Source: an optimization exercise on an open RTL-to-GDS flow (aim: small area and a short achievable clock period). Production flows keep margins and buffers that such runs may drop. Where RTL was checked, it was by simulation tests only, not by an equivalence proof against the original. Function not checked in runs 2 and 3: the RTL went through the layout flow alone. No activity file was given, so power comes from the tool's default toggle rates.

==> design/flow/config.mk <==
export PLATFORM = sky130hd
export DESIGN_NAME = fifo
export DESIGN_NICKNAME = fifo
export VERILOG_FILES = /design/flow/design.v
export SDC_FILE = /design/flow/constraint.sdc
export NUM_CORES = 4
export LEC_CHECK = 0
export CAP_MARGIN = 20
export CORE_MARGIN = 2
export CORE_UTILIZATION = 40
export SLEW_MARGIN = 20
==> design/flow/constraint.sdc <==
create_clock -name core_clock -period 2.8 [get_ports {clk}]
set_input_delay 0.5600 -clock core_clock [delete_from_list [all_inputs] [get_ports {clk}]]
set_output_delay 0.5600 -clock core_clock [all_outputs]
set_load 0.01 [all_outputs]
==> design/flow/design.v <==
module fifo 
#(
parameter DATA_WIDTH = 8,						 
parameter ADDR_WIDTH = 6						 
)(
input                          rst_n,			 
input                          clk,				 
input                          push,			 
input                          pop,				 
input      [DATA_WIDTH -1 : 0] data_in,			 
output reg [DATA_WIDTH -1 : 0] data_out,		 
output reg                     empty,
output reg                     full,
output reg [DATA_WIDTH -1 : 0] fifo_counter		 
);
reg [ADDR_WIDTH -1 : 0] tail; 					 
reg [ADDR_WIDTH -1 : 0] head; 					 
reg [DATA_WIDTH -1 : 0] buf_mem[63:0]; 			 
always@(fifo_counter) 
begin
	empty = (fifo_counter == 0 );  				 
	full  = (fifo_counter == 64); 				 
end
always@(posedge clk or posedge rst_n) 
begin
	if (rst_n) 										 
		fifo_counter <= 0; 							 
	else if ((!full && push) && (!empty && pop))	 
		fifo_counter <= fifo_counter;				 
	else if (!full && push) 						 
		fifo_counter <= fifo_counter + 1;			 
	else if (!empty && pop) 						 
		fifo_counter <= fifo_counter - 1;			 
	else
		fifo_counter <= fifo_counter; 				 
end
always@(posedge clk or posedge rst_n) 				 
begin
	if (rst_n)										 
		data_out <= 0; 								 
	else begin
		if (pop && !empty) 							 
			data_out <= buf_mem[tail]; 				
		else
			data_out <= data_out; 					 
	end
end
always@(posedge clk) 
begin
	if (push && !full) 								 
		buf_mem[head] <= data_in; 
	else
		buf_mem[head] <= buf_mem[head]; 
end
always@(posedge clk or posedge rst_n)
begin
	if(rst_n)										 
		begin
			head <= 0; 								 
			tail <= 0; 
		end
	else
		begin
			if(!full && push) 						 
				head <= head + 1; 					 
			else
				head <= head;						 
			if(!empty && pop) 						 
				tail <= tail + 1; 					 
			else
				tail <= tail;						 
		end
end
endmodule
==> design/flow/run.sh <==
#!/bin/bash
# synth_recipe.tcl (not shown) runs the flow's synth.tcl, then flattens the netlist and writes it again
# the make line also repeats each setting of config.mk as NAME=value (left out here)
make -C /OpenROAD-flow-scripts/flow DESIGN_CONFIG=/design/flow/config.mk WORK_HOME=/design/flow/orfs CLKGATE_MAP_FILE= SYNTH_SCRIPT=/design/flow/synth_recipe.tcl finish
==> reports/qor.yml, run 1 <==
logic_synthesis:
  async_flop_share: 0.0519
  yosys_warnings: 1
  synth_edf_count: 512
  avgSynthCellArea_um2: 19.1
  synth-seq-area-share: 0.742
  yosysTopAreaCell: "edfxtp_1"
  synth_seq_cells: 540
  syn-num-nets: 1152
  ys.flop_type: "edfxtp_1"
  synth_top_area_frac: 0.710
  yosys-top-cells-area: "edfxtp_1, mux4_2, mux2i_1"
  synth_common_cells: "edfxtp_1, nor2_1, mux2i_1"
  syn-cell-area_um2: 21700
  synthDistinctLibCells: 51
  yosysMostFrequentCell: "edfxtp_1"
  syn_inst: 1131
hold_path:
  hold_class: "primary input to asynchronous set/reset pin"
job:
  cap_violations: 0
placed_design:
  numPortBuffers: 29
  dpl.hpwl_um: 29600
  placed_area_um2: 23500
  gp_congestion: 0.805
clock_tree:
  htree_levels: 2
  hold_buffers: 0
  clk_pin_slew_ps: 60
  cts_made_buffers: 54
  clock_latency_ps: 610
  cts.path.max_buffers: 3
  cts.sinks: 540
  cts_tree: "built"
  cts-root-buf: "clkbuf_16"
timing:
  period_share: 0.935
  fin_hold_ws_ps: 424
  tightest_slew_ps: 811
  fin_worst_skew_ps: 22.1
  setup_viol: 0
  drv_slew: 0
  fmax_mhz: 382
  fin_setup_tns_ps: 0
  max_slew_margin: 0.459
  rsz0062_at_grt: "false"
  fin_crit_ps: 2620
  hold_violations: 0
layout:
  multiInputGateArea_um2: 5080
  drive_above_1_share: 0.249
  area_growth_pct: 16.8
  fin_util: 0.471
  regArea_um2: 16100
  finalNetCount: 1306
  design_area_um2: 25300
  antenna_cells: 0
  fill_cells: 4431
critical_path:
  criticalPathCategory: "flip-flop to flip-flop"
  cp.arrival_ps: 3070
  cp_slowest_stage_delay_ps: 630
  cp.required_ps: 3250
  cp_max_fo: 14
  cp-end-kind: "flip-flop"
  critPathSlowestCell: "dfrtp_4"
  cp-start-kind: "flip-flop"
  crit_chain: "buf_4 -> mux4_2 -> mux2i_1 -> a21oi_1 -> a21oi_1 -> buf_4 -> o31ai_2"
die:
  coreArea_um2: 53700
  ios: 30
  die_area_um2: 56000
  initial_core_util: 0.403
  chipWidth_um: 237
  rows: 85
  die_h_um: 237
global_routing:
  grt_max_degree: 65
  grt_pass1_wl_um: 70500
  grt-ovfl-total: 0
  grt_use_total: 0.170
  grt_antenna_before_repair: 0
  first_global_vias: 11200
drt:
  ant_nets: 0
  vias: 10800
  dr.pass1.iters: 5
  drt_wl_total_um: 46900
  drt_iter0_drc: 852
  viasPerCell: 5.35
  routedWlPerCell_um: 23.2
  drc: 0
power_and_ir_drop:
  ir_drop_uv: 471
  powerDensity_nw_per_um2: 952
  p_leak_nw: 8.52
run_status:
  status: "timing/DRC/antenna clean"
==> metrics by stage <==
stage                     setup WS [ps]  power, mW  std cells
after floorplan                     122       14.8       1131
after detailed placement           -112       17.2       1924
after global placement             -101       17.1       1924
after CTS                          3.11       24.3       2023
final                               183       24.1       2023
after global routing               25.6       25.1       2023
==> cells by family after synthesis <==
kind of cell	after synthesis	synth area share
simple gates	185	0.0384
flops	540	0.742
fa+ha+maj	9	0.00555
xor+xnor	15	0.00607
mux	186	0.144
compound gates	122	0.0402
buf+inv	74	0.0233
==> placed cells by master (no fill, tap or decap), types with 11 or more instances in the layout <==
| cell type | Yosys | routed |
|---|---|---|
| buf_12 | 6 | 17 |
| nand2_1 | 32 | 32 |
| clkbuf_1 | 12 | 12 |
| nor2_1 | 99 | 99 |
| edfxtp_1 | 512 | 512 |
| dfrtp_1 | 28 | 24 |
| nor2b_1 | 13 | 13 |
| clkdlybuf4s50_1 | 0 | 19 |
| a21oi_1 | 36 | 36 |
| clkbuf_16 | 0 | 55 |
| nor3_1 | 11 | 11 |
| a22oi_1 | 24 | 24 |
| mux4_2 | 81 | 81 |
| mux2i_1 | 89 | 89 |
| buf_4 | 6 | 116 |
| clkinv_2 | 0 | 12 |
| mux4_1 | 15 | 15 |
==> what timing repair did <==
item / 4_1_cts / 5_1_grt
pin swaps: 1 / 1
buffers inserted: 1 / 0
endpoints found under the hold margin: 0 / 0
setup endpoints to repair: 2 / 2
resized for setup: 1 / 3
==> sequential cells by signal, indices dropped and copies added (netlist names) <==
name and count:
buf_mem 512, data_out 8, fifo_counter 8, head 6, tail 6
==> critical path, delay by kind of cell (launching register included) <==
family	cells	cell delay [ps]
muxes	2	810
DFF	1	630
buffers and inverters	2	510
AOI/OAI and AO/OA	3	510
==> final cells by class <==
class,count,area share
sequential,540,0.636
timing repair buffer,162,0.0579
clock inverter,30,0.0122
clock buffer,68,0.0568
multi-input combinational,517,0.201
tap,696,0.0344
inverter,10,0.00148
==> metal layers <==
| metal | share of wire | global-route usage |
|---|---|---|
| met5 | 0 | 0 |
| met3 | 0.048 | 0.0308 |
| met4 | 0.029 | 0.0549 |
| met1 | 0.45 | 0.238 |
| met2 | 0.47 | 0.271 |
==> path summary, 6_finish.rpt <==
kind / start / endpoint / cells past startpoint / slack, ps
max: tail[0]$_DFFE_PP0P_ / data_out[3]$_DFFE_PP0P_ / 7 / 180
min reg2reg: data_out[5]$_DFFE_PP0P_ / data_out[5]$_DFFE_PP0P_ / 2 / 490
max reg2reg: tail[0]$_DFFE_PP0P_ / data_out[3]$_DFFE_PP0P_ / 7 / 180
min: rst_n / fifo_counter[6]$_DFFE_PP0P_ / 2 / 420
min in group core_clock: data_in[4] / buf_mem[48][4]$_DFFE_PP_ / 2 / 490
max in group asynchronous: rst_n / head[2]$_DFFE_PP0P_ / 3 / 1700
==> where the power goes <==
part	leakage (nW)	switching [mW]	internal, mW	total, mW
sequential	4.93	0.513	9.32	9.84
clock	0.856	2.98	4.11	7.09
combinational	2.73	3.88	3.25	7.14
==> run 2, diff against run 1 <==
==> design/flow/design.v (replaced) <==
module fifo
#(
parameter DATA_WIDTH = 8,
parameter ADDR_WIDTH = 6
)(
input                          rst_n,
input                          clk,
input                          push,
input                          pop,
input      [DATA_WIDTH -1 : 0] data_in,
output reg [DATA_WIDTH -1 : 0] data_out,
output reg                     empty,
output                         full,
output     [DATA_WIDTH -1 : 0] fifo_counter
);
reg [ADDR_WIDTH -1 : 0] tail;
reg [ADDR_WIDTH -1 : 0] head;
reg [ADDR_WIDTH : 0]    cnt;
reg [DATA_WIDTH -1 : 0] buf_mem[63:0];
assign full         = cnt[ADDR_WIDTH];
assign fifo_counter = {1'b0, cnt};
wire do_push = push & ~cnt[ADDR_WIDTH];
wire do_pop  = pop & ~empty;
always @(posedge clk or posedge rst_n)
	if (rst_n) begin
		cnt   <= 0;
		empty <= 1'b1;
	end else begin
		if (do_push & ~do_pop)
			cnt <= cnt + 1'b1;
		else if (do_pop & ~do_push)
			cnt <= cnt - 1'b1;
		empty <= (empty & ~push) | ((cnt == 1) & pop & ~push);
	end
always @(posedge clk or posedge rst_n)
	if (rst_n)
		data_out <= 0;
	else if (do_pop)
		data_out <= buf_mem[tail];
always @(posedge clk)
	if (do_push)
		buf_mem[head] <= data_in;
always @(posedge clk or posedge rst_n)
	if (rst_n) begin
		head <= 0;
		tail <= 0;
	end else begin
		if (do_push) head <= head + 1'b1;
		if (do_pop)  tail <= tail + 1'b1;
	end
endmodule
==> run 2 against run 1 <==
Still clean; total power is essentially flat; worst hold slack worse by 79 ps; critical path depth decreased by 1; sequential power up 0.7%; area after synthesis decreased by 1.7%; via count increased by 1.1%; critical endpoint is now data_out[0]$_DFFE_PP0P_; highest routed layer unchanged.
==> reports/qor.yml, run 2 <==
run_status:
  status: "timing/DRC/antenna clean"  # unchanged
layout:
  largest_register: "buf_mem"  # unchanged
  layout_commonest_cell: "edfxtp_1"  # unchanged
  design_area_um2: 25000  # was 25300 µm²
  antenna_cells: 0  # unchanged
  reg_top3: "buf_mem (512), data_out (8), cnt (7)"  # was buf_mem (512), data_out (8), fifo_counter (8)
  instances_no_fill: 1988  # was 2023
  area_growth_pct: 17.6  # was 16.8%
  drive_above_1_share: 0.272  # was 0.249
  fin_util: 0.477  # was 0.471
  largest_reg_flops: 512  # unchanged
  final_cell_mix: "edfxtp_1, buf_4, mux4_2"  # was edfxtp_1, buf_4, nor2_1
  finalNetCount: 1276  # was 1306
power_and_ir_drop:
  total_power_mw: 24.1  # about the same
  combPwrFrac: 0.280  # was 0.297
  powerDensity_nw_per_um2: 961  # was 952 nW/µm²
  swShare: 0.301  # was 0.307
  p_seq_frac: 0.412  # was 0.409
  ir_drop_uv: 599  # was 471 µV
  p_switching_mw: 7.24  # was 7.37 mW
  p_leak_nw: 8.26  # was 8.52 nW
  p_int_mw: 16.8  # was 16.7 mW
  power.share.clock: 0.308  # was 0.295
clock_tree:
  cts.sinks: 540  # unchanged
  post_cts_resized: 0  # was 1
  hold_buffers: 0  # unchanged
  htree_levels: 2  # unchanged
  cts_made_buffers: 55  # was 54
  cts_tree: "built"  # unchanged
  clk_pin_slew_ps: 60  # about the same
  clock_latency_ps: 600  # was 610 ps
  cts.path.max_buffers: 3  # unchanged
  cts-root-buf: "clkbuf_16"  # unchanged
  post_cts_buffers: 0  # was 1
timing:
  fmax_mhz: 391  # was 382 MHz
  fin_worst_skew_ps: 15.7  # was 22.1 ps
  fin_hold_ws_ps: 345  # was 424 ps
  layout_setup_ws_ps: 242  # was 183 ps
  period_share: 0.914  # was 0.935
  rsz0062_at_grt: "false"  # unchanged
  fin_crit_ps: 2560  # was 2620 ps
  drv_slew: 0  # unchanged
  tightest_slew_ps: 784  # was 811 ps
  fin_setup_tns_ps: 0  # unchanged
  hold_violations: 0  # unchanged
  setup_viol: 0  # unchanged
  max_slew_margin: 0.478  # was 0.459
logic_synthesis:
  synth_common_cells: "edfxtp_1, mux4_2, nor2_1"  # was edfxtp_1, nor2_1, mux2i_1
  yosysTopAreaCell: "edfxtp_1"  # unchanged
  ys.flop_type: "edfxtp_1"  # unchanged
  synth_seq_cells: 540  # unchanged
  avgSynthCellArea_um2: 19.3  # was 19.1 µm²
  synth-seq-area-share: 0.755  # was 0.742
  syn-num-nets: 1119  # was 1152
  synthDistinctLibCells: 51  # unchanged
  syn_inst: 1101  # was 1131
  yosysMostFrequentCell: "edfxtp_1"  # unchanged
  synth_top_area_frac: 0.722  # was 0.710
  yosys-top-cells-area: "edfxtp_1, mux4_2, dfrtp_1"  # was edfxtp_1, mux4_2, mux2i_1
  yosys_warnings: 1  # unchanged
  syn-cell-area_um2: 21300  # was 21700 µm²
  async_flop_share: 0.0519  # unchanged
  synth_edf_count: 512  # unchanged
drt:
  drt_wl_total_um: 50700  # was 46900 µm
  ant_nets: 0  # unchanged
  routedWlPerCell_um: 25.5  # was 23.2 µm
  wl_met1_um: 22400  # was 21100 µm
  vias: 10900  # was 10800
  dr_wl_met3_um: 3720  # was 2230 µm
  drt_iter0_drc: 1087  # was 852
  viasPerCell: 5.50  # was 5.35
  drc: 0  # unchanged
  wl_met2_um: 23300  # was 22200 µm
  dr.pass1.iters: 5  # unchanged
  top_layer_used: "met4"  # unchanged
hold_path:
  hold_class: "primary input to asynchronous set/reset pin"  # unchanged
critical_path:
  criticalPathCategory: "flip-flop to flip-flop"  # unchanged
  cp_max_fo: 27  # was 14
  crit_path_frequent_cell: "buf_4"
  crit_buf_inv: 2  # unchanged
  r2r_start: "tail[1]$_DFFE_PP0P_"  # was tail[0]$_DFFE_PP0P_
  cp_slowest_stage_delay_ps: 770  # was 630 ps
  cp.arrival_ps: 3050  # was 3070 ps
  rr_worst_depth: 6  # was 7
  r2r_slack_ps: 240  # was 180 ps
  crit_chain: "buf_4 -> buf_4 -> mux2i_1 -> o2111ai_1 -> a211o_1 -> a22o_1"  # was buf_4 -> mux4_2 -> mux2i_1 -> a21oi_1 -> a21oi_1 -> buf_4 -> o31ai_2
  startpoint: "tail[1]$_DFFE_PP0P_"  # was tail[0]$_DFFE_PP0P_
  cp-end-kind: "flip-flop"  # unchanged
  crit_cells: 6  # was 7
  critPathCapture: "data_out[0]$_DFFE_PP0P_"  # was data_out[3]$_DFFE_PP0P_
  critPathSlowestCell: "dfrtp_4"  # unchanged
  r2r_end: "data_out[0]$_DFFE_PP0P_"  # was data_out[3]$_DFFE_PP0P_
  critPathTopFamily: "flip-flops"  # was multiplexers
  cp-start-kind: "flip-flop"  # unchanged
  cp.required_ps: 3290  # was 3250 ps
placed_design:
  numPortBuffers: 28  # was 29
  pre_cts_slack_ps: 10.4  # was -112 ps
  placed_area_um2: 23200  # was 23500 µm²
  dpl.hpwl_um: 32800  # was 29600 µm
  gp_congestion: 0.890  # was 0.805
  dp_cells: 1889  # was 1924
die:
  ios: 30  # unchanged
  coreArea_um2: 52600  # was 53700 µm²
  die_h_um: 235  # was 237 µm
  initial_core_util: 0.405  # was 0.403
  chipWidth_um: 235  # was 237 µm
  die_area_um2: 55100  # was 56000 µm²
  rows: 84  # was 85
global_routing:
  grt-ovfl-total: 0  # unchanged
  grt_max_degree: 65  # unchanged
  grt_pass1_wl_um: 75200  # was 70500 µm
  grt_antenna_before_repair: 0  # unchanged
  first_global_vias: 11400  # was 11200
  grt_use_total: 0.184  # was 0.170
job:
  cap_violations: 0  # unchanged
## run 2: cell families (layout without fill, tap and decap cells)
kind of cell | after synthesis | count (layout) | synth area share
multiplexers | 186 | 186 | 0.146
adder cells (fa/ha/maj) | 6 | 6 | 0.00353
AO/OA/AOI/OAI | 101 | 101 | 0.0339
AND/OR/NAND/NOR | 182 | 182 | 0.0384
other | 1 | 1 | 0.000176
XOR/XNOR | 17 | 17 | 0.00699
flip-flops | 540 | 540 | 0.755
buffers and inverters | 68 | 267 | 0.0160
## run 2: worst min path at each step
stage | startpoint | to | slack (ps) | cells past startpoint
floorplan | head[2]$_DFFE_PP0P_ | head[2]$_DFFE_PP0P_ | 460 | 1
global placement | head[2]$_DFFE_PP0P_ | head[2]$_DFFE_PP0P_ | 490 | 1
detailed placement | head[2]$_DFFE_PP0P_ | head[2]$_DFFE_PP0P_ | 490 | 1
CTS | rst_n | head[2]$_DFFE_PP0P_ | 330 | 3
global route | data_in[5] | buf_mem[17][5]$_DFFE_PP_ | 370 | 1
finish | rst_n | cnt[1]$_DFFE_PP0P_ | 340 | 3
## run 2: area by class of cell
cell class / count / area (µm²)
Inverter: 6 / 22.5
Multi-Input combinational cell: 493 / 4870
Clock buffer: 78 / 1550
Tap cell: 688 / 861
Clock inverter: 21 / 273
Timing Repair Buffer: 162 / 1380
Fill cell: 4384 / 27500
Sequential cell: 540 / 16100
## run 2: per-layer routing
| metal | vias to the layer above | GRT usage |
|---|---|---|
| met5 | - | 0 |
| met4 | 0 | 0.0577 |
| met3 | 90 | 0.0409 |
| met2 | 365 | 0.281 |
| met1 | 5709 | 0.265 |
| li1 | 4771 | - |
## run 2: tightest hold or removal path, cell delays in order
cell,delay (ps)
clkdlybuf4s50_1,390
inv_1,50
buf_4,350
## run 2: power by group through the flow
stage	sequential (mW)	combinational (mW)	clock [mW]
6_report	9.91	6.73	7.42
5_1_grt	9.96	7.17	7.90
4_1_cts	9.90	6.79	7.57
3_5_place_dp	10.1	6.77	0
3_3_place_gp	10.1	6.70	0
2_1_floorplan	9.65	4.46	0
==> run 3, diff against run 2 <==
--- a/design/flow/config.mk
+++ b/design/flow/config.mk
@@ -7,5 +7,7 @@
 export LEC_CHECK = 0
 export CAP_MARGIN = 20
 export CORE_MARGIN = 2
-export CORE_UTILIZATION = 40
+export CORE_UTILIZATION = 65
+export CTS_BUF_LIST = sky130_fd_sc_hd__clkbuf_4 sky130_fd_sc_hd__clkbuf_8
+export PLACE_DENSITY = 0.75
 export SLEW_MARGIN = 20
==> run 3 against run 2 <==
Largest cell class unchanged; maximum frequency grew 3.5%; utilization grew 28 points; setup slack better by 87 ps; critical endpoint is now data_out[1]$_DFFE_PP0P_; synthesized cell count unchanged; global-route usage grew 10 points; area after synthesis stayed put; flip-flop and latch count unchanged; die area is 38% lower; highest routed layer unchanged; routed wire length down 7.3%; worst hold slack got worse by 2.3 ps.
==> reports/qor.yml, run 3 <==
run_status:
  status: "timing/DRC/antenna clean"  # unchanged
layout:
  final_cell_mix: "edfxtp_1, buf_4, mux4_2"  # unchanged
  largest_reg_flops: 512  # unchanged
  fill_cells: 1851  # was 4384
  reg_top3: "buf_mem (512), data_out (8), cnt (7)"  # unchanged
  drive_above_1_share: 0.294  # was 0.272
  design_area_um2: 24500  # was 25000 µm²
  area_growth_pct: 14.9  # was 17.6%
  finalNetCount: 1288  # was 1276
  fin_util: 0.756  # was 0.477
  largest_register: "buf_mem"  # unchanged
  layout_commonest_cell: "edfxtp_1"  # unchanged
  antenna_cells: 0  # unchanged
global_routing:
  grt_pass1_wl_um: 70200  # was 75200 µm
  first_global_vias: 11400  # about the same
  grt_use_total: 0.288  # was 0.184
  grt_antenna_before_repair: 0  # unchanged
  grt_max_degree: 65  # unchanged
  grt-ovfl-total: 0  # unchanged
power_and_ir_drop:
  powerDensity_nw_per_um2: 934  # was 961 nW/µm²
  combPwrFrac: 0.286  # was 0.280
  power.share.clock: 0.281  # was 0.308
  p_leak_nw: 8.17  # was 8.26 nW
  swShare: 0.307  # was 0.301
  p_switching_mw: 7.02  # was 7.24 mW
  p_int_mw: 15.8  # was 16.8 mW
  ir_drop_uv: 547  # was 599 µV
  p_seq_frac: 0.433  # was 0.412
hold_path:
  hold_class: "primary input to asynchronous set/reset pin"  # unchanged
clock_tree:
  clk_pin_slew_ps: 60  # about the same
  hold_buffers: 0  # unchanged
  cts.sinks: 540  # unchanged
  cts_made_buffers: 81  # was 55
  post_cts_buffers: 0  # unchanged
  cts.path.max_buffers: 3  # unchanged
  post_cts_resized: 0  # unchanged
  cts-root-buf: "clkbuf_8"  # was clkbuf_16
  htree_levels: 3  # was 2
  clock_latency_ps: 610  # was 600 ps
  cts_tree: "built"  # unchanged
drt:
  drc: 0  # unchanged
  routedWlPerCell_um: 26.5  # was 25.5 µm
  viasPerCell: 6.32  # was 5.50
  vias: 11200  # was 10900
  ant_nets: 0  # unchanged
  dr.pass1.iters: 5  # unchanged
  drt_wl_total_um: 47000  # was 50700 µm
  drt_iter0_drc: 1517  # was 1087
timing:
  tightest_slew_ps: 782  # was 784 ps
  period_share: 0.882  # was 0.914
  fmax_mhz: 405  # was 391 MHz
  fin_worst_skew_ps: 23.9  # was 15.7 ps
  fin_crit_ps: 2470  # was 2560 ps
  fin_hold_ws_ps: 343  # was 345 ps
  setup_viol: 0  # unchanged
  layout_setup_ws_ps: 329  # was 242 ps
  hold_violations: 0  # unchanged
  max_slew_margin: 0.479  # was 0.478
  drv_slew: 0  # unchanged
  fin_setup_tns_ps: 0  # unchanged
  rsz0062_at_grt: "false"  # unchanged
placed_design:
  numPortBuffers: 28  # unchanged
  placed_area_um2: 22800  # was 23200 µm²
  pre_cts_slack_ps: 176  # was 10.4 ps
  gp_congestion: 0.918  # was 0.890
  dpl.hpwl_um: 29500  # was 32800 µm
die:
  rows: 66  # was 84
  die_h_um: 185  # was 235 µm
  initial_core_util: 0.658  # was 0.405
  coreArea_um2: 32400  # was 52600 µm²
  ios: 30  # unchanged
  chipWidth_um: 185  # was 235 µm
  die_area_um2: 34200  # was 55100 µm²
logic_synthesis:
  synth_common_cells: "edfxtp_1, mux4_2, nor2_1"  # unchanged
  synthDistinctLibCells: 51  # unchanged
  yosysTopAreaCell: "edfxtp_1"  # unchanged
  syn-cell-area_um2: 21300  # unchanged
  synth-seq-area-share: 0.755  # unchanged
  yosys_warnings: 1  # unchanged
  yosysMostFrequentCell: "edfxtp_1"  # unchanged
  syn_inst: 1101  # unchanged
  synth_seq_cells: 540  # unchanged
  avgSynthCellArea_um2: 19.3  # unchanged
  async_flop_share: 0.0519  # unchanged
  yosys-top-cells-area: "edfxtp_1, mux4_2, dfrtp_1"  # unchanged
  syn-num-nets: 1119  # unchanged
  synth_top_area_frac: 0.722  # unchanged
  synth_edf_count: 512  # unchanged
  ys.flop_type: "edfxtp_1"  # unchanged
critical_path:
  cp-start-kind: "flip-flop"  # unchanged
  cp_max_fo: 30  # was 27
  cp.required_ps: 3280  # was 3290 ps
  cp-end-kind: "flip-flop"  # unchanged
  cp.arrival_ps: 2960  # was 3050 ps
  criticalPathCategory: "flip-flop to flip-flop"  # unchanged
job:
  cap_violations: 0  # unchanged
[run 3: cell counts after synthesis]
Identical to the previous run, type by type.
[run 3: path summary, 6_finish.rpt]
path	from	to	slack, ps	cells past startpoint
max reg2reg	tail[1]$_DFFE_PP0P_	data_out[1]$_DFFE_PP0P_	330	5
max	tail[1]$_DFFE_PP0P_	data_out[1]$_DFFE_PP0P_	330	5
min in group core_clock	data_in[3]	buf_mem[8][3]$_DFFE_PP_	470	1
min	rst_n	head[0]$_DFFE_PP0P_	340	2
max in group asynchronous	rst_n	data_out[1]$_DFFE_PP0P_	1810	3
min reg2reg	tail[5]$_DFFE_PP0P_	tail[5]$_DFFE_PP0P_	520	1
[run 3: routing by layer]
layer  up-vias  routed length [µm]  global-route usage
li1       4813                   -                   -
met2       628               22600               0.449
met4         0                1530               0.106
met3       101                4310              0.0684
met1      5675               18600               0.405
met5         -                   0                   0
[run 3: area by class of cell]
class	instances	area [µm²]	share of cell area
Timing Repair Buffer	148	1300	0.0533
Multi-Input combinational cell	493	4870	0.199
Tap cell	442	553	0.0226
Clock buffer	110	1360	0.0557
Inverter	6	22.5	0.000921
Clock inverter	37	264	0.0108
Sequential cell	540	16100	0.658
[run 3: cell families after synthesis]
group           Yosys count  share of synthesized area
compound gates          101                     0.0339
xor+xnor                 17                    0.00699
fa+ha+maj                 6                    0.00353
buf+inv                  68                     0.0160
flops                   540                      0.755
mux                     186                      0.146
other cells               1                   0.000176
simple gates            182                     0.0384
[run 3: stage by stage]
stage	cells	total power, mW
6_report	1776	22.8
4_1_cts	1776	22.9
3_5_place_dp	1629	16.5
5_1_grt	1776	23.7
2_1_floorplan	1101	14.1
3_3_place_gp	1629	16.4
[run 3: power groups by stage]
stage	sequential, mW	clock [mW]	combinational, mW
2_1_floorplan	9.65	0	4.46
3_3_place_gp	10.0	0	6.41
3_5_place_dp	10.0	0	6.49
4_1_cts	9.87	6.50	6.52
5_1_grt	9.93	6.86	6.89
6_report	9.90	6.41	6.54
[run 3: critical path, cell delays in order (launching register included)]
cell and delay (ps):
dfrtp_4 790, buf_4 340, mux4_2 530, o21ai_0 390, a32o_1 240, o2bb2ai_1 60
==> run 4, diff against run 3 <==
==> design/flow/design.v (replaced) <==
module fifo
#(
parameter DATA_WIDTH = 8,
parameter ADDR_WIDTH = 6
)(
input                          rst_n,
input                          clk,
input                          push,
input                          pop,
input      [DATA_WIDTH -1 : 0] data_in,
output reg [DATA_WIDTH -1 : 0] data_out,
output reg                     empty,
output                         full,
output     [DATA_WIDTH -1 : 0] fifo_counter
);
reg [ADDR_WIDTH : 0]    cnt;
reg [7:0]               sel_lo;		 
reg [7:0]               sel_hi;		 
reg [DATA_WIDTH -1 : 0] buf_mem[63:0];
assign full         = cnt[ADDR_WIDTH];
assign fifo_counter = {1'b0, cnt};
wire do_push = push & ~cnt[ADDR_WIDTH];
wire do_pop  = pop & ~empty;
wire inc     = do_push & ~do_pop;
wire dec     = do_pop & ~do_push;
always @(posedge clk or posedge rst_n)
	if (rst_n) begin
		cnt    <= 0;
		empty  <= 1'b1;
		sel_lo <= 8'd1;
		sel_hi <= 8'd1;
	end else begin
		if (inc) begin
			cnt    <= cnt + 1'b1;
			sel_lo <= {sel_lo[6:0], sel_lo[7]};
			if (sel_lo[7]) sel_hi <= {sel_hi[6:0], sel_hi[7]};
		end else if (dec) begin
			cnt    <= cnt - 1'b1;
			sel_lo <= {sel_lo[0], sel_lo[7:1]};
			if (sel_lo[0]) sel_hi <= {sel_hi[0], sel_hi[7:1]};
		end
		empty <= (empty & ~push) | ((cnt == 1) & pop & ~push);
	end
reg [DATA_WIDTH -1 : 0] grp[7:0];
reg [DATA_WIDTH -1 : 0] rd;
integer a, b;
always @* begin
	for (a = 0; a < 8; a = a + 1) begin
		grp[a] = 0;
		for (b = 0; b < 8; b = b + 1)
			grp[a] = grp[a] | ({DATA_WIDTH{sel_lo[b]}} & buf_mem[(8*a + b + 63) % 64]);
	end
	rd = 0;
	for (a = 0; a < 8; a = a + 1)
		rd = rd | ({DATA_WIDTH{sel_hi[a]}} & grp[a]);
end
always @(posedge clk or posedge rst_n)
	if (rst_n)
		data_out <= 0;
	else if (do_pop)
		data_out <= rd;
integer i;
always @(posedge clk)
	if (do_push) begin
		buf_mem[0] <= data_in;
		for (i = 1; i < 64; i = i + 1)
			buf_mem[i] <= buf_mem[i-1];
	end
endmodule
--- a/design/flow/config.mk
+++ b/design/flow/config.mk
@@ -9,5 +9,8 @@
 export CORE_MARGIN = 2
 export CORE_UTILIZATION = 65
 export CTS_BUF_LIST = sky130_fd_sc_hd__clkbuf_4 sky130_fd_sc_hd__clkbuf_8
+export CTS_CLUSTER_DIAMETER = 60
+export CTS_CLUSTER_SIZE = 15
 export PLACE_DENSITY = 0.75
+export SETUP_SLACK_MARGIN = 1.2
 export SLEW_MARGIN = 20
==> run 4 against run 3 <==
Synthesized cell count shrank 2.5%; utilization increased by 2.9 points; cell count down 7.5%; total power decreased by 16%; non-clock buffer count is 19 higher; cell area down 2.3%; critical path type unchanged; critical endpoint is now data_out[3]$_DFFE_PP0P_.
==> reports/qor.yml, run 4 <==
die:
  coreArea_um2: 30400  # was 32400 µm²
  die_area_um2: 32100  # was 34200 µm²
  rows: 64  # was 66
  ios: 30  # unchanged
  chipWidth_um: 179  # was 185 µm
  initial_core_util: 0.655  # was 0.658
  die_h_um: 179  # was 185 µm
power_and_ir_drop:
  ir_drop_uv: 663  # was 547 µV
  p_switching_mw: 4.92  # was 7.02 mW
  p_int_mw: 14.4  # was 15.8 mW
  power.share.clock: 0.235  # was 0.281
  swShare: 0.255  # was 0.307
  p_seq_frac: 0.638  # was 0.433
  p_leak_nw: 7.59  # was 8.17 nW
  powerDensity_nw_per_um2: 807  # was 934 nW/µm²
  combPwrFrac: 0.127  # was 0.286
layout:
  instances_no_fill: 1643  # was 1776
  area_growth_pct: 19.9  # was 14.9%
  fin_util: 0.785  # was 0.756
  largest_register: "buf_mem"  # unchanged
  antenna_cells: 0  # unchanged
  finalNetCount: 1229  # was 1288
  largest_reg_flops: 512  # unchanged
  drive_above_1_share: 0.278  # was 0.294
  final_cell_mix: "edfxtp_1, a22oi_1, buf_4"  # was edfxtp_1, buf_4, mux4_2
  design_area_um2: 23900  # was 24500 µm²
  layout_commonest_cell: "edfxtp_1"  # unchanged
  fill_cells: 1513  # was 1851
logic_synthesis:
  yosys-top-cells-area: "edfxtp_1, a22oi_1, dfrtp_1"  # was edfxtp_1, mux4_2, dfrtp_1
  syn-cell-area_um2: 19900  # was 21300 µm²
  synth_edf_count: 512  # unchanged
  synth_top_area_frac: 0.771  # was 0.722
  synth_common_cells: "edfxtp_1, a22oi_1, buf_2"  # was edfxtp_1, mux4_2, nor2_1
  ys.flop_type: "edfxtp_1"  # unchanged
  synth_seq_cells: 544  # was 540
  syn-num-nets: 1089  # was 1119
  yosysTopAreaCell: "edfxtp_1"  # unchanged
  async_flop_share: 0.0588  # was 0.0519
  syn_inst: 1073  # was 1101
  synthDistinctLibCells: 32  # was 51
  yosysMostFrequentCell: "edfxtp_1"  # unchanged
  synth-seq-area-share: 0.812  # was 0.755
  avgSynthCellArea_um2: 18.6  # was 19.3 µm²
  yosys_warnings: 3  # was 1
drt:
  top_layer_used: "met4"  # unchanged
  drt_wl_total_um: 48900  # was 47000 µm
  dr_wl_met3_um: 4770  # was 4310 µm
  viasPerCell: 7.08  # was 6.32
  drt_iter0_drc: 1533  # was 1517
  ant_nets: 0  # unchanged
  routedWlPerCell_um: 29.8  # was 26.5 µm
  wl_met2_um: 23400  # was 22600 µm
  vias: 11600  # was 11200
  dr.pass1.iters: 5  # unchanged
  drc: 0  # unchanged
  wl_met1_um: 19000  # was 18600 µm
global_routing:
  grt_antenna_before_repair: 0  # unchanged
  grt_pass1_wl_um: 69800  # was 70200 µm
  grt_max_degree: 95  # was 65
  grt_use_total: 0.298  # was 0.288
  grt-ovfl-total: 0  # unchanged
  first_global_vias: 11400  # about the same
timing:
  fin_worst_skew_ps: 35.2  # was 23.9 ps
  fin_crit_ps: 1950  # was 2470 ps
  period_share: 0.695  # was 0.882
  drv_slew: 0  # unchanged
  fmax_mhz: 514  # was 405 MHz
  hold_violations: 0  # unchanged
  rsz0062_at_grt: "true"  # was false
  layout_setup_ws_ps: 853  # was 329 ps
  tightest_slew_ps: 1070  # was 782 ps
  setup_viol: 0  # unchanged
  fin_hold_ws_ps: 389  # was 343 ps
  max_slew_margin: 0.284  # was 0.479
job:
  cap_violations: 0  # unchanged
placed_design:
  pre_cts_slack_ps: 388  # was 176 ps
  dp_cells: 1472  # was 1629
  numPortBuffers: 28  # unchanged
  placed_area_um2: 20900  # was 22800 µm²
  gp_congestion: 0.774  # was 0.918
  dpl.hpwl_um: 23400  # was 29500 µm
critical_path:
  criticalPathCategory: "flip-flop to flip-flop"  # unchanged
  cp-start-kind: "flip-flop"  # unchanged
  cp_max_fo: 29  # was 30
  cp.required_ps: 3310  # was 3280 ps
  cp.arrival_ps: 2460  # was 2960 ps
  cp-end-kind: "flip-flop"  # unchanged
clock_tree:
  cts_made_buffers: 43  # was 81
  hold_buffers: 0  # unchanged
  cts.path.max_buffers: 3  # unchanged
  htree_levels: 2  # was 3
  cts-root-buf: "clkbuf_8"  # unchanged
  clk_pin_slew_ps: 100  # was 60 ps
  cts_tree: "built"  # unchanged
  cts.sinks: 544  # was 540
  clock_latency_ps: 610  # about the same
run_status:
  status: "timing/DRC/antenna clean"  # unchanged
hold_path:
  hold_class: "primary input to asynchronous set/reset pin"  # unchanged
run 4: cell types whose count changed in the layout (fill, tap and decap cells not counted), sizes merged, moves of 10 or more:
cell and change:
a221oi -16, a22oi +256, a41oi +40, buf +14, clkbuf -29, clkdlybuf4s50 -10
clkinv -29, mux2 -33, mux2i -39, mux4 -96, nand2 -39, nand4 +31
nor2 -62
run 4: power groups by stage:
stage	combinational (mW)	sequential [mW]	clock (mW)
floorplan	0.775	12.4	0
global placement	1.36	12.3	0
detailed placement	1.40	12.4	0
CTS	1.97	12.2	4.54
global route	2.57	12.5	4.82
finish	2.45	12.3	4.52
run 4: routing by layer:
layer | vias up | track usage
met3 | 125 | 0.0642
li1 | 4803 | -
met2 | 808 | 0.462
met5 | - | 0
met1 | 5902 | 0.424
met4 | 0 | 0.111
run 4: final cells by class:
type | count | area (µm²) | area share
multi-input cells | 448 | 3900 | 0.163
well taps | 396 | 495 | 0.0207
clock buffers | 72 | 816 | 0.0341
inverters | 9 | 37.5 | 0.00157
clock inverters | 7 | 78.8 | 0.00330
flip-flops and latches | 544 | 16200 | 0.678
repair buffers | 167 | 2350 | 0.0986
run 4: cell families (layout without fill, tap and decap cells):
| family | Yosys count | count (layout) | share of synthesized area |
|---|---|---|---|
| DFF | 544 | 544 | 0.812 |
| AOI/OAI and AO/OA | 342 | 342 | 0.131 |
| buffers and inverters | 81 | 255 | 0.0227 |
| and+or+nand+nor | 76 | 76 | 0.0195 |
| muxes | 18 | 18 | 0.00904 |
| xor gates and xnor gates | 7 | 7 | 0.00308 |
| adders and majority gates | 4 | 4 | 0.00251 |
| other | 1 | 1 | 0.000188 |
run 4: through the flow:
step / TNS [ps] / power (mW)
floorplan: -3154400 / 13.2
global placement: 0 / 13.7
detailed placement: 0 / 13.8
CTS: 0 / 18.8
global route: 0 / 19.9
finish: 0 / 19.3
run 4: critical path, stage by stage, from the launching register on:
cell and delay (ps):
dfstp_2 720, buf_8 300, a22oi_1 190, a41oi_2 350, a2111oi_4 80, a41oi_2 230
run 4: worst paths after layout:
check	depth (start not counted)	slack [ps]	from	end
max	5	850	sel_lo[0]$_DFFE_PP1P_	data_out[3]$_DFFE_PP0P_
min	3	390	rst_n	data_out[6]$_DFFE_PP0P_
max reg2reg	5	850	sel_lo[0]$_DFFE_PP1P_	data_out[3]$_DFFE_PP0P_
min reg2reg	0	450	buf_mem[3][4]$_DFFE_PP_	buf_mem[4][4]$_DFFE_PP_
max in group asynchronous	3	2010	rst_n	sel_lo[3]$_DFFE_PP0P_
min in group core_clock	5	440	pop	empty$_DFF_PP1_
run 4: what timing repair did:
item                       in CTS  in global routing
setup endpoints to repair     284                338
gates resized for setup       187                 75
buffers inserted               54                 14
pin swaps                      36                 26
gates cloned                   13                 11
==> run 5, diff against run 4 <==
--- a/design/flow/config.mk
+++ b/design/flow/config.mk
@@ -12,5 +12,5 @@
 export CTS_CLUSTER_DIAMETER = 60
 export CTS_CLUSTER_SIZE = 15
 export PLACE_DENSITY = 0.75
-export SETUP_SLACK_MARGIN = 1.2
+export SETUP_SLACK_MARGIN = 0.9
 export SLEW_MARGIN = 20
==> run 5 against run 4 <==
Clock skew decreased by 2.3 ps; maximum frequency increased by 1.7%; flip-flop and latch count unchanged; sequential power about the same; cell area decreased by 4.9%; critical path depth decreased by 1; critical endpoint unchanged; largest power group unchanged; cell count decreased by 2.9%; synthesized cell count unchanged.
==> reports/qor.yml, run 5 <==
logic_synthesis:
  synth_edf_count: 512  # unchanged
  synth_top_family_by_area: "compound AO/OA/AOI/OAI gates"  # unchanged
  avgSynthCellArea_um2: 18.6  # unchanged
  synthDistinctLibCells: 32  # unchanged
  ys.flop_type: "edfxtp_1"  # unchanged
  synth_top_area_frac: 0.771  # unchanged
  synth.mux.area_fraction: 0.00904  # unchanged
  syn-num-nets: 1089  # unchanged
  synth-xor-area-share: 0.00308  # unchanged
  yosysMostFrequentCell: "edfxtp_1"  # unchanged
  yosysTopAreaCell: "edfxtp_1"  # unchanged
  syn-cell-area_um2: 19900  # unchanged
  synthAdderAreaFrac: 0.00251  # unchanged
  synth_seq_cells: 544  # unchanged
  synth-simple-area-share: 0.0195  # unchanged
  async_flop_share: 0.0588  # unchanged
  yosys_warnings: 3  # unchanged
  synth_common_cells: "edfxtp_1, a22oi_1, buf_2"  # unchanged
  syn_inst: 1073  # unchanged
  synth_compound_area_frac: 0.131  # unchanged
  yosys-top-cells-area: "edfxtp_1, a22oi_1, dfrtp_1"  # unchanged
  synth-seq-area-share: 0.812  # unchanged
drt:
  routedWlPerCell_um: 27.6  # was 29.8 µm
  drc: 0  # unchanged
  vias: 11100  # was 11600
  ant_nets: 0  # unchanged
  drt_wl_total_um: 44100  # was 48900 µm
  dr.pass1.iters: 5  # unchanged
  viasPerCell: 6.95  # was 7.08
  drt_iter0_drc: 1497  # was 1533
global_routing:
  first_global_vias: 10800  # was 11400
  grt_max_degree: 95  # unchanged
  grt_use_total: 0.275  # was 0.298
  grt-ovfl-total: 0  # unchanged
  grt_pass1_wl_um: 65200  # was 69800 µm
  grt_antenna_before_repair: 0  # unchanged
layout:
  regArea_um2: 16200  # unchanged
  layout_commonest_cell: "edfxtp_1"  # unchanged
  antenna_cells: 0  # unchanged
  largest_reg_flops: 512  # unchanged
  largest_register: "buf_mem"  # unchanged
  fill_cells: 1746  # was 1513
  finalNetCount: 1181  # was 1229
  final_cell_mix: "edfxtp_1, a22oi_1, buf_4"  # unchanged
  multiInputGateArea_um2: 3700  # was 3900 µm²
  fin_util: 0.747  # was 0.785
  instances_no_fill: 1595  # was 1643
  design_area_um2: 22700  # was 23900 µm²
  drive_above_1_share: 0.210  # was 0.278
  area_growth_pct: 14.0  # was 19.9%
power_and_ir_drop:
  powerDensity_nw_per_um2: 804  # was 807 nW/µm²
  combPwrFrac: 0.084  # was 0.127
  ir_drop_uv: 585  # was 663 µV
  p_seq_frac: 0.672  # was 0.638
  swShare: 0.248  # was 0.255
  power.share.clock: 0.245  # was 0.235
  p_switching_mw: 4.52  # was 4.92 mW
  p_int_mw: 13.7  # was 14.4 mW
  p_leak_nw: 7.09  # was 7.59 nW
timing:
  fin_worst_skew_ps: 32.8  # was 35.2 ps
  fin_crit_ps: 1920  # was 1950 ps
  fin_hold_ws_ps: 414  # was 389 ps
  fmax_mhz: 522  # was 514 MHz
  max_slew_margin: 0.291  # was 0.284
  drv_slew: 0  # unchanged
  period_share: 0.684  # was 0.695
  hold_violations: 0  # unchanged
  rsz0062_at_grt: "true"  # unchanged
  tightest_slew_ps: 1060  # was 1070 ps
  setup_viol: 0  # unchanged
die:
  die_h_um: 179  # unchanged
  coreArea_um2: 30400  # unchanged
  chipWidth_um: 179  # unchanged
  initial_core_util: 0.655  # unchanged
  die_area_um2: 32100  # unchanged
  rows: 64  # unchanged
  ios: 30  # unchanged
clock_tree:
  cts.sinks: 544  # unchanged
  hold_buffers: 0  # unchanged
  clock_latency_ps: 590  # was 610 ps
  cts_made_buffers: 43  # unchanged
  cts.path.max_buffers: 3  # unchanged
  clk_pin_slew_ps: 100  # about the same
  htree_levels: 2  # unchanged
  cts-root-buf: "clkbuf_8"  # unchanged
  cts_tree: "built"  # unchanged
critical_path:
  cp_max_fo: 8  # was 29
  cp-end-kind: "flip-flop"  # unchanged
  r2r_end: "data_out[3]$_DFFE_PP0P_"  # unchanged
  cp-start-kind: "flip-flop"  # unchanged
  cp.required_ps: 3240  # was 3310 ps
  rr_worst_depth: 4  # was 5
  cp.arrival_ps: 2350  # was 2460 ps
  r2r_slack_ps: 880  # was 850 ps
  r2r_start: "sel_hi[4]$_DFFE_PP0P_"  # was sel_lo[0]$_DFFE_PP1P_
  criticalPathCategory: "flip-flop to flip-flop"  # unchanged
run_status:
  status: "timing/DRC/antenna clean"  # unchanged
placed_design:
  dp_cells: 1472  # unchanged
  gp_congestion: 0.774  # unchanged
  placed_area_um2: 20900  # unchanged
  numPortBuffers: 28  # unchanged
  dpl.hpwl_um: 23400  # unchanged
hold_path:
  hold_class: "primary input to asynchronous set/reset pin"  # unchanged
job:
  cap_violations: 0  # unchanged
run 5: what timing repair did:
item                       CTS  global route
pin swaps                   15            24
gates resized for setup     65            53
setup endpoints to repair   25            41
gates cloned                 1             3
setup buffers               29            11
run 5: layout make-up:
type	count	area share
Sequential cell	544	0.713
Clock buffer	72	0.0359
Timing Repair Buffer	119	0.0612
Clock inverter	7	0.00347
Multi-Input combinational cell	448	0.163
Tap cell	396	0.0218
Inverter	9	0.00149
run 5: power groups by stage:
stage	Sequential (mW)	Clock, mW	Combinational [mW]
2_1_floorplan	12.4	0	0.775
3_3_place_gp	12.3	0	1.36
3_5_place_dp	12.4	0	1.40
4_1_cts	12.2	4.54	1.50
5_1_grt	12.5	4.82	1.65
6_report	12.3	4.47	1.52
run 5: worst max-delay path, cell delays in order, from the launching register on:
cell       delay [ps]
dfrtp_1           420
inv_1             590
a41oi_2           140
a2111oi_4         460
a41oi_1           160
run 5: worst max-delay path by stage:
| stage | startpoint | endpoint | slack, ps | cells after the start |
|---|---|---|---|---|
| 4_1_cts | cnt[0]$_DFFE_PP0P_ | fifo_counter[0] | 740 | 1 |
| 3_5_place_dp | pop | sel_hi[2]$_DFFE_PP0P_ | 390 | 9 |
| 3_3_place_gp | push | buf_mem[54][3]$_DFFE_PP_ | 420 | 5 |
| 5_1_grt | sel_lo[2]$_DFFE_PP0P_ | data_out[1]$_DFFE_PP0P_ | 810 | 6 |
| 6_report | sel_hi[4]$_DFFE_PP0P_ | data_out[3]$_DFFE_PP0P_ | 880 | 4 |
| 2_1_floorplan | push | sel_hi[0]$_DFFE_PP1P_ | -6930 | 6 |
run 5: kinds of logic (layout without fill, tap and decap cells):
| logic type | after synthesis | count (layout) |
|---|---|---|
| XOR/XNOR | 7 | 7 |
| buffers and inverters | 81 | 207 |
| AO/OA/AOI/OAI | 342 | 342 |
| flip-flops | 544 | 544 |
| AND/OR/NAND/NOR | 76 | 76 |
| multiplexers | 18 | 18 |
| other | 1 | 1 |
| adder cells (fa/ha/maj) | 4 | 4 |
run 5: through the flow:
step	setup slack [ps]	total power [mW]	setup TNS (ps)
floorplan	-6930	13.2	-3154400
global placement	419	13.7	0
detailed placement	388	13.8	0
CTS	736	18.3	0
global route	814	18.9	0
finish	885	18.3	0
run 5: layer usage:
layer	GRT usage	vias to the layer above	share of wire
li1	-	4684	-
met1	0.406	5683	0.41
met2	0.429	631	0.48
met3	0.0496	80	0.085
met4	0.0843	0	0.025
met5	0	-	0
==> run 6, diff against run 5 <==
==> design/flow/flow/run.sh (new file) <==
#!/bin/bash
# Standard ORFS layout, but let the resizer swap cells across footprints so
# the port buffers (which start as delay cells) can be resized to fast ones.
set -euo pipefail
bash standard.sh MATCH_CELL_FOOTPRINT=0 finish > standard.log 2>&1
==> design/flow/standard.sh (new file) <==
#!/bin/bash
# synth_recipe.tcl (not shown) runs the flow's synth.tcl, then flattens the netlist and writes it again
# the make line also repeats each setting of config.mk as NAME=value (left out here)
make -C /OpenROAD-flow-scripts/flow DESIGN_CONFIG=/design/flow/config.mk WORK_HOME=/design/flow/orfs CLKGATE_MAP_FILE= SYNTH_SCRIPT=/design/flow/synth_recipe.tcl "${@:-finish}"
removed: design/flow/run.sh
==> run 6 against run 5 <==
Still clean on timing, DRC and antenna; combinational power is 3% higher; cell count shrank 0.94%; via count fell by 1.6%; flip-flop and latch count unchanged; synthesized cell count unchanged; register-to-register slack got worse by 80 ps; clock-buffer cell count increased by 1; critical endpoint unchanged.
==> reports/qor.yml, run 6 <==
run_status:
  status: "timing/DRC/antenna clean"  # unchanged
drt:
  drt_iter0_drc: 1600  # was 1497
  ant_nets: 0  # unchanged
  viasPerCell: 6.90  # was 6.95
  dr.pass1.iters: 5  # unchanged
  vias: 10900  # was 11100
  drc: 0  # unchanged
  routedWlPerCell_um: 26.9  # was 27.6 µm
  drt_wl_total_um: 42500  # was 44100 µm
timing:
  fin_setup_tns_ps: 0  # unchanged
  fin_crit_ps: 2000  # was 1920 ps
  max_slew_margin: 0.228  # was 0.291
  fin_worst_skew_ps: 22.9  # was 32.8 ps
  fin_hold_ws_ps: 391  # was 414 ps
  tightest_slew_ps: 1160  # was 1060 ps
  drv_slew: 0  # unchanged
  hold_violations: 0  # unchanged
  rsz0062_at_grt: "true"  # unchanged
  period_share: 0.713  # was 0.684
  fmax_mhz: 501  # was 522 MHz
  setup_viol: 0  # unchanged
clock_tree:
  cts.path.max_buffers: 3  # unchanged
  cts_made_buffers: 42  # was 43
  cts.sinks: 544  # unchanged
  htree_levels: 2  # unchanged
  clk_pin_slew_ps: 100  # about the same
  cts_tree: "built"  # unchanged
  clock_latency_ps: 580  # was 590 ps
  cts-root-buf: "clkbuf_8"  # unchanged
global_routing:
  grt_max_degree: 99  # was 95
  grt_pass1_wl_um: 63600  # was 65200 µm
  grt-ovfl-total: 0  # unchanged
  grt_use_total: 0.269  # was 0.275
  first_global_vias: 10700  # was 10800
  grt_antenna_before_repair: 0  # unchanged
logic_synthesis:
  synth_seq_cells: 544  # unchanged
  synth_top_area_frac: 0.771  # unchanged
  syn-num-nets: 1089  # unchanged
  yosysMostFrequentCell: "edfxtp_1"  # unchanged
  ys.flop_type: "edfxtp_1"  # unchanged
  async_flop_share: 0.0588  # unchanged
  yosys_warnings: 3  # unchanged
  synthDistinctLibCells: 32  # unchanged
  syn_inst: 1073  # unchanged
  yosysTopAreaCell: "edfxtp_1"  # unchanged
  syn-cell-area_um2: 19900  # unchanged
  synth_common_cells: "edfxtp_1, a22oi_1, buf_2"  # unchanged
  yosys-top-cells-area: "edfxtp_1, a22oi_1, dfrtp_1"  # unchanged
  synth_edf_count: 512  # unchanged
  avgSynthCellArea_um2: 18.6  # unchanged
  synth-seq-area-share: 0.812  # unchanged
power_and_ir_drop:
  p_leak_nw: 7.16  # was 7.09 nW
  powerDensity_nw_per_um2: 804  # about the same
  ir_drop_uv: 559  # was 585 µV
layout:
  finalNetCount: 1168  # was 1181
  largest_reg_flops: 512  # unchanged
  layout_commonest_cell: "edfxtp_1"  # unchanged
  largest_register: "buf_mem"  # unchanged
  fill_cells: 1718  # was 1746
  multiInputGateArea_um2: 3720  # was 3700 µm²
  final_cell_mix: "edfxtp_1, a22oi_1, clkbuf_8"  # was edfxtp_1, a22oi_1, buf_4
  regArea_um2: 16200  # about the same
  antenna_cells: 0  # unchanged
  instances_no_fill: 1580  # was 1595
  area_growth_pct: 13.7  # was 14.0%
  drive_above_1_share: 0.201  # was 0.210
  design_area_um2: 22700  # about the same
placed_design:
  gp_congestion: 0.787  # was 0.774
  dpl.hpwl_um: 22600  # was 23400 µm
  dp_cells: 1467  # was 1472
  placed_area_um2: 20900  # about the same
  numPortBuffers: 28  # unchanged
die:
  initial_core_util: 0.655  # unchanged
  die_area_um2: 32100  # unchanged
  ios: 30  # unchanged
  die_h_um: 179  # unchanged
  rows: 64  # unchanged
  coreArea_um2: 30400  # unchanged
  chipWidth_um: 179  # unchanged
critical_path:
  r2r_slack_ps: 800  # was 880 ps
  crit_buf_inv: 1  # unchanged
  cp_slowest_stage_delay_ps: 580  # was 590 ps
  rr_worst_depth: 5  # was 4
  startpoint: "sel_lo[5]$_DFFE_PP0P_"  # was sel_hi[4]$_DFFE_PP0P_
  critPathSlowestCell: "dfrtp_4"  # was inv_1
  r2r_end: "data_out[3]$_DFFE_PP0P_"  # unchanged
  cp_max_fo: 14  # was 8
  cp.required_ps: 3240  # about the same
  cp.arrival_ps: 2440  # was 2350 ps
  cp-end-kind: "flip-flop"  # unchanged
  crit_chain: "buf_4 -> a22oi_2 -> a41oi_2 -> a2111oi_2 -> a41oi_1"  # was inv_1 -> a41oi_2 -> a2111oi_4 -> a41oi_1
  r2r_start: "sel_lo[5]$_DFFE_PP0P_"  # was sel_hi[4]$_DFFE_PP0P_
  criticalPathCategory: "flip-flop to flip-flop"  # unchanged
  cp-start-kind: "flip-flop"  # unchanged
  critPathTopFamily: "compound AO/OA/AOI/OAI gates"  # unchanged
job:
  cap_violations: 0  # unchanged
hold_path:
  hold_class: "primary input to asynchronous set/reset pin"  # unchanged
run 6: cell types whose count changed in the layout (fill, tap and decap cells not counted), moves of 3 or more:
cell / delta
clkdlybuf4s15_1: -3
dlymetal6s2s_1: +15
buf_4: -6
buf_12: -5
dlygate4sd2_1: -12
run 6: metrics by stage:
stage	utilization	worst slack, ps	power, mW
finish	0.745	803	18.2
global route	0.745	810	18.8
CTS	0.734	838	18.1
detailed placement	0.685	350	13.8
global placement	0.685	394	13.7
floorplan	-	-6960	13.2
run 6: timing repair:
item	4_1_cts	5_1_grt
gates cloned	3	1
gates resized for setup	62	45
endpoints found under the hold margin	0	0
pin swaps	22	22
setup endpoints to repair	25	121
setup buffers	28	5
hold buffers	0	0
run 6: worst reg2reg max path, stage by stage, from the launching register on:
cell and delay (ps):
dfrtp_4 580, buf_4 250, a22oi_2 220, a41oi_2 200, a2111oi_2 430, a41oi_1 170
run 6: where the power goes:
| group | switching (mW) | internal (mW) | total [mW] | leakage [nW] |
|---|---|---|---|---|
| combinational | 1.05 | 0.509 | 1.56 | 1.43 |
| sequential | 0.947 | 11.3 | 12.3 | 5.27 |
| clock | 2.46 | 1.94 | 4.40 | 0.462 |
| total | 4.46 | 13.8 | 18.2 | 7.16 |
run 6: area by class of cell:
cell class	instances	share of cell area
Clock inverter	3	0.00199
Clock buffer	73	0.0361
Sequential cell	544	0.715
Tap cell	396	0.0219
Timing Repair Buffer	107	0.0585
Multi-Input combinational cell	448	0.164
Inverter	9	0.00182
run 6: worst max-delay path by stage:
stage	slack, ps	cells past startpoint	end
floorplan	-6960	8	sel_hi[1]$_DFFE_PP0P_
global placement	390	9	cnt[6]$_DFFE_PP0P_
detailed placement	350	4	buf_mem[19][0]$_DFFE_PP_
CTS	840	6	data_out[6]$_DFFE_PP0P_
global route	810	5	data_out[3]$_DFFE_PP0P_
finish	800	5	data_out[3]$_DFFE_PP0P_
run 6: metal layers:
metal / track usage / wire length, µm
met5: 0 / 0
met4: 0.0954 / 1170
met3: 0.0558 / 3910
met2: 0.392 / 19700
met1: 0.411 / 17800
run 6: cell families (layout without fill, tap and decap cells):
group | count (synthesis) | in the layout | synth area share
flip-flops | 544 | 544 | 0.812
AO/OA/AOI/OAI | 342 | 342 | 0.131
buffers and inverters | 81 | 192 | 0.0227
AND/OR/NAND/NOR | 76 | 76 | 0.0195
multiplexers | 18 | 18 | 0.00904
XOR/XNOR | 7 | 7 | 0.00308
adder cells (fa/ha/maj) | 4 | 4 | 0.00251
other | 1 | 1 | 0.000188
==> run 7, diff against run 6 <==
==> design/flow/flow/run.sh (replaced) <==
#!/bin/bash
# Standard ORFS layout with fast port buffers (buf_4) instead of the
# default choice.
set -euo pipefail
bash standard.sh "BUFFER_PORTS_ARGS=-buffer_cell sky130_fd_sc_hd__buf_4" finish > standard.log 2>&1
--- a/design/flow/config.mk
+++ b/design/flow/config.mk
@@ -12,5 +12,5 @@
 export CTS_CLUSTER_DIAMETER = 60
 export CTS_CLUSTER_SIZE = 15
 export PLACE_DENSITY = 0.75
-export SETUP_SLACK_MARGIN = 0.9
+export SETUP_SLACK_MARGIN = 1.1
 export SLEW_MARGIN = 20
==> run 7 against run 6 <==
Cell area up 1.2%; non-clock buffer count up 3; register-to-register slack better by 90 ps; via count increased by 2.3%; maximum frequency is 4.8% higher; worst hold slack worse by 280 ps; area after synthesis is the same; combinational power is 16% higher; largest cell class unchanged.
==> reports/qor.yml, run 7 <==
power_and_ir_drop:
  ir_drop_uv: 576  # was 559 µV
  p_leak_nw: 7.14  # was 7.16 nW
  p_seq_frac: 0.664  # was 0.673
  power.share.clock: 0.239  # was 0.242
  combPwrFrac: 0.097  # was 0.085
  p_switching_mw: 4.67  # was 4.46 mW
  p_int_mw: 13.9  # was 13.8 mW
  powerDensity_nw_per_um2: 809  # was 804 nW/µm²
  swShare: 0.252  # was 0.245
global_routing:
  grt_max_degree: 75  # was 99
  grt-ovfl-total: 0  # unchanged
  first_global_vias: 10900  # was 10700
  grt_use_total: 0.286  # was 0.269
  grt_pass1_wl_um: 67100  # was 63600 µm
  grt_antenna_before_repair: 0  # unchanged
critical_path:
  criticalPathCategory: "flip-flop to flip-flop"  # unchanged
  cp.arrival_ps: 2340  # was 2440 ps
  cp_max_fo: 24  # was 14
  rr_worst_depth: 5  # unchanged
  cp_slowest_stage_delay_ps: 540  # was 580 ps
  r2r_end: "data_out[7]$_DFFE_PP0P_"  # was data_out[3]$_DFFE_PP0P_
  crit_chain: "buf_8 -> a22oi_1 -> nand4_1 -> a2111oi_4 -> a41oi_2"  # was buf_4 -> a22oi_2 -> a41oi_2 -> a2111oi_2 -> a41oi_1
  critPathSlowestCell: "dfrtp_4"  # unchanged
  cp.required_ps: 3230  # was 3240 ps
  r2r_start: "sel_lo[7]$_DFFE_PP0P_"  # was sel_lo[5]$_DFFE_PP0P_
  cp-end-kind: "flip-flop"  # unchanged
  r2r_slack_ps: 890  # was 800 ps
  cp-start-kind: "flip-flop"  # unchanged
layout:
  area_growth_pct: 15.1  # was 13.7%
  instances_no_fill: 1586  # was 1580
  drive_above_1_share: 0.255  # was 0.201
  multiInputGateArea_um2: 3850  # was 3720 µm²
  largest_register: "buf_mem"  # unchanged
  fill_cells: 1652  # was 1718
  finalNetCount: 1172  # was 1168
  antenna_cells: 0  # unchanged
  final_cell_mix: "edfxtp_1, a22oi_1, a22oi_2"  # was edfxtp_1, a22oi_1, clkbuf_8
  largest_reg_flops: 512  # unchanged
  regArea_um2: 16200  # about the same
  layout_commonest_cell: "edfxtp_1"  # unchanged
clock_tree:
  cts.sinks: 544  # unchanged
  cts_tree: "built"  # unchanged
  hold_buffers: 0  # unchanged
  clock_latency_ps: 590  # was 580 ps
  cts-root-buf: "clkbuf_8"  # unchanged
  cts_made_buffers: 43  # was 42
  clk_pin_slew_ps: 100  # about the same
  htree_levels: 2  # unchanged
  cts.path.max_buffers: 3  # unchanged
die:
  die_area_um2: 32100  # unchanged
  die_h_um: 179  # unchanged
  rows: 64  # unchanged
  coreArea_um2: 30400  # unchanged
  chipWidth_um: 179  # unchanged
  initial_core_util: 0.655  # unchanged
  ios: 30  # unchanged
logic_synthesis:
  synth_seq_cells: 544  # unchanged
  synthDistinctLibCells: 32  # unchanged
  synth-simple-area-share: 0.0195  # unchanged
  syn-cell-area_um2: 19900  # unchanged
  yosysMostFrequentCell: "edfxtp_1"  # unchanged
  ys.flop_type: "edfxtp_1"  # unchanged
  yosys_warnings: 3  # unchanged
  async_flop_share: 0.0588  # unchanged
  syn_inst: 1073  # unchanged
  synth_compound_area_frac: 0.131  # unchanged
  yosys-top-cells-area: "edfxtp_1, a22oi_1, dfrtp_1"  # unchanged
  avgSynthCellArea_um2: 18.6  # unchanged
  synth_top_area_frac: 0.771  # unchanged
  synth-seq-area-share: 0.812  # unchanged
  syn-num-nets: 1089  # unchanged
  synth-xor-area-share: 0.00308  # unchanged
  yosysTopAreaCell: "edfxtp_1"  # unchanged
  synthAdderAreaFrac: 0.00251  # unchanged
  synth_common_cells: "edfxtp_1, a22oi_1, buf_2"  # unchanged
  synth.mux.area_fraction: 0.00904  # unchanged
  synth_edf_count: 512  # unchanged
  synth_top_family_by_area: "compound AO/OA/AOI/OAI gates"  # unchanged
drt:
  vias: 11100  # was 10900
  drt_iter0_drc: 1586  # was 1600
  ant_nets: 0  # unchanged
  drc: 0  # unchanged
  routedWlPerCell_um: 28.7  # was 26.9 µm
  drt_wl_total_um: 45500  # was 42500 µm
  viasPerCell: 7.03  # was 6.90
  dr.pass1.iters: 5  # unchanged
timing:
  period_share: 0.681  # was 0.713
  setup_viol: 0  # unchanged
  fmax_mhz: 525  # was 501 MHz
  hold_violations: 0  # unchanged
  fin_hold_ws_ps: 108  # was 391 ps
  drv_slew: 0  # unchanged
  fin_crit_ps: 1910  # was 2000 ps
  layout_setup_ws_ps: 894  # was 803 ps
  rsz0062_at_grt: "true"  # unchanged
  fin_worst_skew_ps: 21.5  # was 22.9 ps
  tightest_slew_ps: 1190  # was 1160 ps
  max_slew_margin: 0.205  # was 0.228
placed_design:
  dpl.hpwl_um: 22800  # was 22600 µm
  gp_congestion: 0.780  # was 0.787
  dp_cells: 1460  # was 1467
  pre_cts_slack_ps: 543  # was 350 ps
  numPortBuffers: 28  # unchanged
hold_path:
  hold_class: "primary input to asynchronous set/reset pin"  # unchanged
run_status:
  status: "timing/DRC/antenna clean"  # unchanged
job:
  cap_violations: 0  # unchanged
## run 7: cell counts after synthesis
Identical to the previous run, type by type.
## run 7: kinds of logic after synthesis
family / after synthesis
compound gates: 342
xor+xnor: 7
fa+ha+maj: 4
buf+inv: 81
flops: 544
mux: 18
other cells: 1
simple gates: 76
## run 7: area by class of cell
cell class / instances / share of cell area
sequential: 544 / 0.707
timing repair buffer: 110 / 0.0639
clock inverter: 5 / 0.00202
multi-input combinational: 448 / 0.168
tap: 396 / 0.0216
clock buffer: 74 / 0.0365
inverter: 9 / 0.00147
## run 7: what timing repair did
item | CTS | global route
gates cloned | 7 | 3
resized for setup | 90 | 58
endpoints found under the setup margin | 455 | 192
pin swaps | 37 | 30
buffers inserted | 32 | 5
hold endpoints to repair | 0 | 0
## run 7: per-layer routing
| layer | vias up | wire length [µm] | GRT usage | part of all wire |
|---|---|---|---|---|
| li1 | 4676 | - | - | - |
| met1 | 5655 | 18000 | 0.420 | 0.40 |
| met2 | 708 | 21700 | 0.443 | 0.48 |
| met3 | 107 | 4420 | 0.0475 | 0.097 |
| met4 | 0 | 1420 | 0.103 | 0.031 |
| met5 | - | 0 | 0 | 0 |
## run 7: power by group through the flow
| stage | logic, mW | clock network, mW | registers [mW] |
|---|---|---|---|
| finish | 1.81 | 4.43 | 12.3 |
| global route | 1.93 | 4.72 | 12.5 |
| CTS | 1.67 | 4.44 | 12.3 |
| detailed placement | 1.29 | 0 | 12.4 |
| global placement | 1.25 | 0 | 12.4 |
| floorplan | 0.775 | 0 | 12.4 |
## run 7: worst max path at each step
stage / slack (ps) / start / cells after the start / end
floorplan: -6930 / push / 6 / sel_hi[0]$_DFFE_PP1P_
global placement: 590 / push / 4 / buf_mem[40][1]$_DFFE_PP_
detailed placement: 540 / sel_lo[5]$_DFFE_PP0P_ / 5 / data_out[7]$_DFFE_PP0P_
CTS: 970 / empty$_DFF_PP1_ / 1 / empty
global route: 870 / sel_lo[3]$_DFFE_PP0P_ / 6 / data_out[3]$_DFFE_PP0P_
finish: 890 / sel_lo[7]$_DFFE_PP0P_ / 5 / data_out[7]$_DFFE_PP0P_
## run 7: worst max-delay path, delay by kind of cell, from the launching register on
family	cells	cell delay (ps)
buffers and inverters	1	190
AOI/OAI and AO/OA	3	810
and+or+nand+nor	1	200
DFF	1	540
## run 7: metrics by stage
step	cell area [µm²]	setup TNS (ps)	total power, mW	utilization
after detailed placement	20700	0	13.7	0.679
after floorplan	20000	-3154400	13.2	-
after CTS	22600	0	18.4	0.741
after global routing	22900	0	19.1	0.754
after global placement	20700	0	13.6	0.679
final	22900	0	18.6	0.754

==> static timing again, ports no longer ideal <==
In the flow no input, the clock included, has a driving cell. The finished layouts below were timed again as built, in two steps.
Step 1, drivers: a clkbuf_16 drives clk and a buf_2 each remaining input, both assumed.
Step 2 moves the port delays by t, midway between the first and last clock arrival at a register: inputs arrive t later, outputs are due t later. That takes back most of the time a late clock gives input paths.
Slacks: no drivers / after step 1 / after step 2; pairs: no drivers / after step 1.
run | t, ns | setup WS [ns] | worst register clock-pin slew, ns | worst slew at a driven data input, ns
run 1 | 0.649 | 0.183 / 0.183 / -0.157 | 0.06 / 0.06 | 0.03
run 2 | 0.645 | 0.242 / 0.242 / -0.041 | 0.06 / 0.06 | 0.03
run 3 | 0.646 | 0.329 / 0.329 / 0.112 | 0.07 / 0.07 | 0.03
run 4 | 0.637 | 0.853 / 0.853 / 0.356 | 0.10 / 0.10 | 0.03
run 5 | 0.625 | 0.885 / 0.885 / 0.388 | 0.10 / 0.10 | 0.03
run 6 | 0.617 | 0.803 / 0.803 / 0.372 | 0.11 / 0.11 | 0.03
run 7 | 0.623 | 0.894 / 0.894 / 0.816 | 0.10 / 0.10 | 0.03
With both steps, setup timing fails in run 1 and run 2, where it was met with ideal ports.
